Context: an optimization exercise on an open-source flow, tuned for small area. The choices shown serve that exercise and are no tape-out recipe.
In this exercise RTL edits were held to simulation tests only and were not proved equivalent to the original.
No activity file was given, so power comes from the tool's default toggle rates.

Design finalproject, start of the top module:
module finalproject(clk, rst, rows, LEDs, columns, signalout, ss1, ss2, ss3, ss4, ss5, ss6);
Size: roughly 0.0042 mm² of cells after synthesis.
export LEC_CHECK = 0
export CAP_MARGIN = 20
export CORE_MARGIN = 2
export CORE_UTILIZATION = 40
export SLEW_MARGIN = 20
create_clock -name core_clock -period 10.0 [get_ports {clk}]
standard.sh (not shown) runs the stock make flow with config.mk's settings and CLKGATE_MAP_FILE= SYNTH_SCRIPT=/design/flow/synth_recipe.tcl, a recipe that flattens the netlist after the stock synthesis.
==> flow/flow/run.sh <==
#!/bin/bash
# Layout flow: the standard synthesis, then the combinational logic between
# the flip-flops is re-mapped for area with ABC (flip-flops untouched: same
# instances, names and cell types), then the standard layout from
# floorplan to finish on the re-mapped netlist.
set -euo pipefail
HERE=$(pwd)
FLOWDIR=$HERE/flow
PLAT=${FLOW_PLATFORM:-sky130hd}
LIB=$FLOW_HOME/platforms/$PLAT/lib/sky130_fd_sc_hd__tt_025C_1v80.lib
RES=$HERE/orfs/results/$PLAT/finalproject/base
YOSYS=$(command -v yosys || echo "$FLOW_HOME/../tools/install/yosys/bin/yosys")

# Port buffers: the smallest buffer cell.
export BUFFER_PORTS_ARGS="-buffer_cell sky130_fd_sc_hd__buf_1"
# Clock tree without dummy load cells.
export CTS_ARGS="-sink_clustering_enable -repair_clock_nets -dont_use_dummy_load"

# 1. standard synthesis
bash standard.sh synth > "$HERE/log_1_synth.txt" 2>&1

# 2. re-map the logic: several ABC runs (random seeds of &deepsyn), keep the
#    smallest; then again from that one
cp "$RES/1_2_yosys.v" "$HERE/std_1_2_yosys.v"
python3 "$FLOWDIR/mkcells.py" "$LIB" "$HERE/cells_comb.v" > "$HERE/log_2_mkcells.txt" 2>&1
DONTUSE=""
for c in $(grep -o 'cell *( *"\?sky130_fd_sc_hd__\(lpflow_[a-z0-9_]*\|probec\?_p_8\)' "$LIB" | sed 's/.*sky130/sky130/' | sort -u); do
  DONTUSE="$DONTUSE -dont_use $c"
done
run_one() {
  local s=$1 in=$2 d=$HERE/resyn_$1
  mkdir -p "$d"
  sed -e "s/SEED/$s/" "$FLOWDIR/area.abc" > "$d/area.abc"
  sed -e "s#LIBFILE#$LIB#g" -e "s#CELLFILE#$HERE/cells_comb.v#" -e "s#INFILE#$in#" \
      -e "s#TOPNAME#$FLOW_TOP#" -e "s#DONTUSE#$DONTUSE#" -e "s#ABCSCRIPT#$d/area.abc#" \
      -e "s#STATFILE#$d/stat.txt#" -e "s#OUTFILE#$d/resyn.v#" "$FLOWDIR/resyn.ys" > "$d/resyn.ys"
  "$YOSYS" -l "$d/log.txt" -q "$d/resyn.ys" > /dev/null 2>&1 || true
}
# best of a set of seeds: prints "seed area"
best_of() {
  local best="" besta=""
  for s in "$@"; do
    local f=$HERE/resyn_$s/stat.txt
    [ -f "$f" ] && [ -s "$HERE/resyn_$s/resyn.v" ] || continue
    local a
    a=$(grep "Chip area for module" "$f" | awk '{print $NF}')
    echo "seed $s area $a" >> "$HERE/log_2_resyn_summary.txt"
    if [ -z "$best" ] || awk "BEGIN{exit !($a < $besta)}"; then best=$s; besta=$a; fi
  done
  echo "$best $besta"
}
run_pass() {
  local in=$1; shift
  for s in "$@"; do
    run_one $s "$in" &
    while [ "$(jobs -r | wc -l)" -ge "${NUM_CORES:-4}" ]; do sleep 1; done
  done
  wait
}
# pass 1 from the standard netlist, pass 2 from the best of pass 1
P1="0 1 2 3 4 5 6 7"
P2="10 11 12 13 14 15 16 17"
run_pass "$HERE/std_1_2_yosys.v" $P1
read B1 A1 < <(best_of $P1)
echo "pass 1: seed $B1 area $A1" >> "$HERE/log_2_resyn_summary.txt"
BEST=$B1
if [ -n "$B1" ]; then
  run_pass "$HERE/resyn_$B1/resyn.v" $P2
  read B2 A2 < <(best_of $P2)
  echo "pass 2: seed $B2 area $A2" >> "$HERE/log_2_resyn_summary.txt"
  if [ -n "$B2" ] && awk "BEGIN{exit !($A2 < $A1)}"; then BEST=$B2; fi
fi
echo "chosen seed $BEST" >> "$HERE/log_2_resyn_summary.txt"
if [ -n "$BEST" ]; then
  cp "$HERE/resyn_$BEST/resyn.v" "$RES/1_2_yosys.v"
  touch "$RES/1_2_yosys.v"
fi

# 3. standard layout on the re-mapped netlist (1_synth.odb is rebuilt from it)
bash standard.sh > "$HERE/log_3_layout.txt" 2>&1
Other scripts of this flow, unchanged in this note and not shown: flow/flow/area.abc, flow/flow/mkcells.py, flow/flow/resyn.ys
The first run produced a clean layout.
==> next run, changes <==
--- a/flow/design.v
+++ b/flow/design.v
@@ -12,23 +12,25 @@
 rotatingdisplay rd(.clk(clk), .rst(rst), .ss1(ss1), .ss2(ss2), .ss3(ss3), .ss4(ss4), .ss5(ss5), .ss6(ss6));
 endmodule
 module keypadwithtones(clk, rst, rows, LEDs, columns, tone);
 input clk;
 input rst;
 input [3:0] rows;
 output reg [9:0] LEDs;
 output [3:0] columns;
 output reg [3:0] tone;    
 localparam SA = 3'd0, WB = 3'd1, SB = 3'd2, CK2 = 3'd3, WC = 3'd4, SC = 3'd5, CK4 = 3'd6;
 reg [2:0] st;
-reg [12:0] c;
+reg [12:0] cs;                  
+localparam [12:0] CP = 13'h0aaa;
+wire [12:0] c = cs ^ CP;
 reg [15:0] button;
 reg m;
 wire sa = (st == SA), wb = (st == WB), sb = (st == SB), ck2 = (st == CK2);
 wire wc = (st == WC), sc = (st == SC), ck4 = (st == CK4);
 wire scan = sa | sb | sc;
 assign columns[0] = scan & c[0];
 assign columns[1] = ~(scan & c[0] & ~c[1]);
 assign columns[2] = ~(scan & c[1] & ~c[2]);
 assign columns[3] = ~(scan & c[2]);
 wire scan_end = scan & c[2];
 wire wb_end = wb & c[0] & ~c[1] & c[6] & ~c[8] & c[9] & ~c[11] & ~c[12];
@@ -67,33 +69,34 @@
     SA:  if (scan_end) st <= WB;
     WB:  if (wb_end) st <= SB;
     SB:  if (scan_end) st <= CK2;
     CK2: st <= (nz & ~m) ? WC : SA;
     WC:  if (wc_end) st <= SC;
     SC:  if (scan_end) st <= CK4;
     CK4: st <= nz ? WC : SA;
     default: ;
   endcase
 end
 always @(posedge clk) begin
-  c <= c_clr ? 13'd0 : c_step;
+  cs <= c_clr ? CP : c_step ^ CP;
   button <= {button[11:0], (sa | sc) ? val : button[15:12]};
   m <= (m & ~sa) | (sb & ~eq);
 end
 endmodule
 module toneprocessor(clk, rst, tone, signalout);
 input clk;
 input rst;
 input [3:0] tone;
 output reg signalout;
-reg [16:0] mc;
+reg [16:0] mcn;            
+wire [16:0] mc = ~mcn;
 reg [1:0] region;
 localparam [255:0] LM1 = {16'd11943, 16'd12650, 16'd14203, 16'd15942, 16'd17895, 16'd18959, 16'd21281, 16'd23888, 16'd25389, 16'd28408, 16'd31887, 16'd35802, 16'd37920, 16'd42564, 16'd47754, 16'd1135};
 localparam [255:0] HB = {16'd11943, 16'd12650, 16'd14203, 16'd15942, 16'd17895, 16'd18959, 16'd21281, 16'd23888, 16'd25308, 16'd28408, 16'd31887, 16'd35802, 16'd37920, 16'd42564, 16'd47754, 16'd1135};
 localparam [15:0] DT = 16'hfc84;
 wire [15:0] lm1 = LM1[tone*16 +: 16];
 wire [15:0] hb = HB[tone*16 +: 16];
 wire d = DT[tone];
 function ltc;
   input [15:0] x, y;
   input cin;
   integer i;
@@ -102,59 +105,61 @@
     cy = cin;
     for (i = 0; i < 16; i = i + 1)
       cy = (~x[i] & y[i]) | (~x[i] & cy) | (y[i] & cy);
     ltc = cy;
   end
 endfunction
 wire a = ~mc[16] & ltc(mc[15:0], lm1, 1'b0);    
 wire b = ltc(mc[16:1], hb, d | ~mc[0]);         
 always @(posedge clk) begin
   if (rst) begin
     signalout <= 1'b0;
-    mc <= 17'd0;
+    mcn <= 17'h1ffff;
     region <= 2'd0;
   end else begin
     case (region)
     2'd0: begin
-      mc <= mc + 1'b1;
+      mcn <= mcn - 1'b1;
       if (a) signalout <= 1'b0; else region <= 2'd1;
     end
     2'd1: begin
-      mc <= mc + 1'b1;
+      mcn <= mcn - 1'b1;
       if (!a && b) signalout <= 1'b1; else region <= 2'd2;
     end
     2'd2: begin
-      if (!b) begin signalout <= 1'b0; mc <= 17'd0; end
-      else begin region <= 2'd0; mc <= mc + 1'b1; end
+      if (!b) begin signalout <= 1'b0; mcn <= 17'h1ffff; end
+      else begin region <= 2'd0; mcn <= mcn - 1'b1; end
     end
     default: ;
     endcase
   end
 end
 endmodule
 module rotatingdisplay(clk, rst, ss1, ss2, ss3, ss4, ss5, ss6);
 input clk;
 input rst;
 output [6:0] ss1, ss2, ss3, ss4, ss5, ss6;
-reg [15:0] counter;
+reg [15:0] cnts;                
+localparam [15:0] DP = 16'haaaa;
+wire [15:0] counter = cnts ^ DP;
 reg [3:0] idx;
 reg full;
 wire [3:0] idx_next;
 assign idx_next[0] = 16'h82cf >> idx;
 assign idx_next[1] = 16'h33d4 >> idx;
 assign idx_next[2] = 16'hd4d2 >> idx;
 assign idx_next[3] = 16'h1f8a >> idx;
 wire step = counter[0] & counter[1] & counter[2] & ~counter[3] & ~counter[4] & ~counter[5] & ~counter[6] & counter[7]
           & ~counter[8] & ~counter[9] & ~counter[11] & counter[12] & ~counter[14] & counter[15];
 always @(posedge clk) begin
-  counter <= (rst | step) ? 16'd0 : {counter[14:0], ~(counter[15] ^ counter[14] ^ counter[12] ^ counter[3])};
+  cnts <= (rst | step) ? DP : {counter[14:0], ~(counter[15] ^ counter[14] ^ counter[12] ^ counter[3])} ^ DP;
   if (rst) begin
     idx <= 4'd8;
     full <= 1'b0;
   end else if (step) begin
     idx <= idx_next;
     if (idx == 4'd6) full <= 1'b1;
   end
 end
 assign ss1[0] = 32'h20642164 >> {full, idx};
 assign ss1[1] = 32'h70957195 >> {full, idx};
 assign ss1[2] = 32'h789d799d >> {full, idx};
=> Sequential power came out higher by 16%. Core utilization stays flat. Clock-buffer cell count does not change. Worst hold slack barely changes. Total power climbs by about 20%. Final cell count drops by about 0.9%. Combinational power went up to 2.9 times its value. Via count went down by about 0.4%. Final area hardly moves. Setup slack gains 420 ps. Sequential share of layout area hardly moves. Non-clock buffer count grows by 1.

## what the ideal ports hide
Ports are ideal in the flow. The routed layouts listed here were re-timed in OpenROAD. Step 1, drivers: a clkbuf_16 drives clk and a buf_2 each remaining input, both assumed. Step 2 adds t to the input delays and takes it off the output delays; t is the mean of the earliest and latest rising clock arrival at the registers after step 1. Input paths then give back, and output paths get back, about the clock's delay inside the block. a / b / c = ideal ports / drivers / drivers and shift; a / b = the first two.
run | shift t [ns] | slack for setup (ns) | worst setup path after step 2 | latest minus earliest clock arrival (ns) | slew at the worst register clock pin (ns)
the first run | 0.378 | 4.379 / 4.346 / 4.724 | register to output | 0.023 / 0.024 | 0.09 / 0.09
the second run | 0.374 | 4.798 / 4.764 / 5.138 | register to output | 0.039 / 0.039 | 0.11 / 0.11
After both steps setup and hold are still met in every run listed.
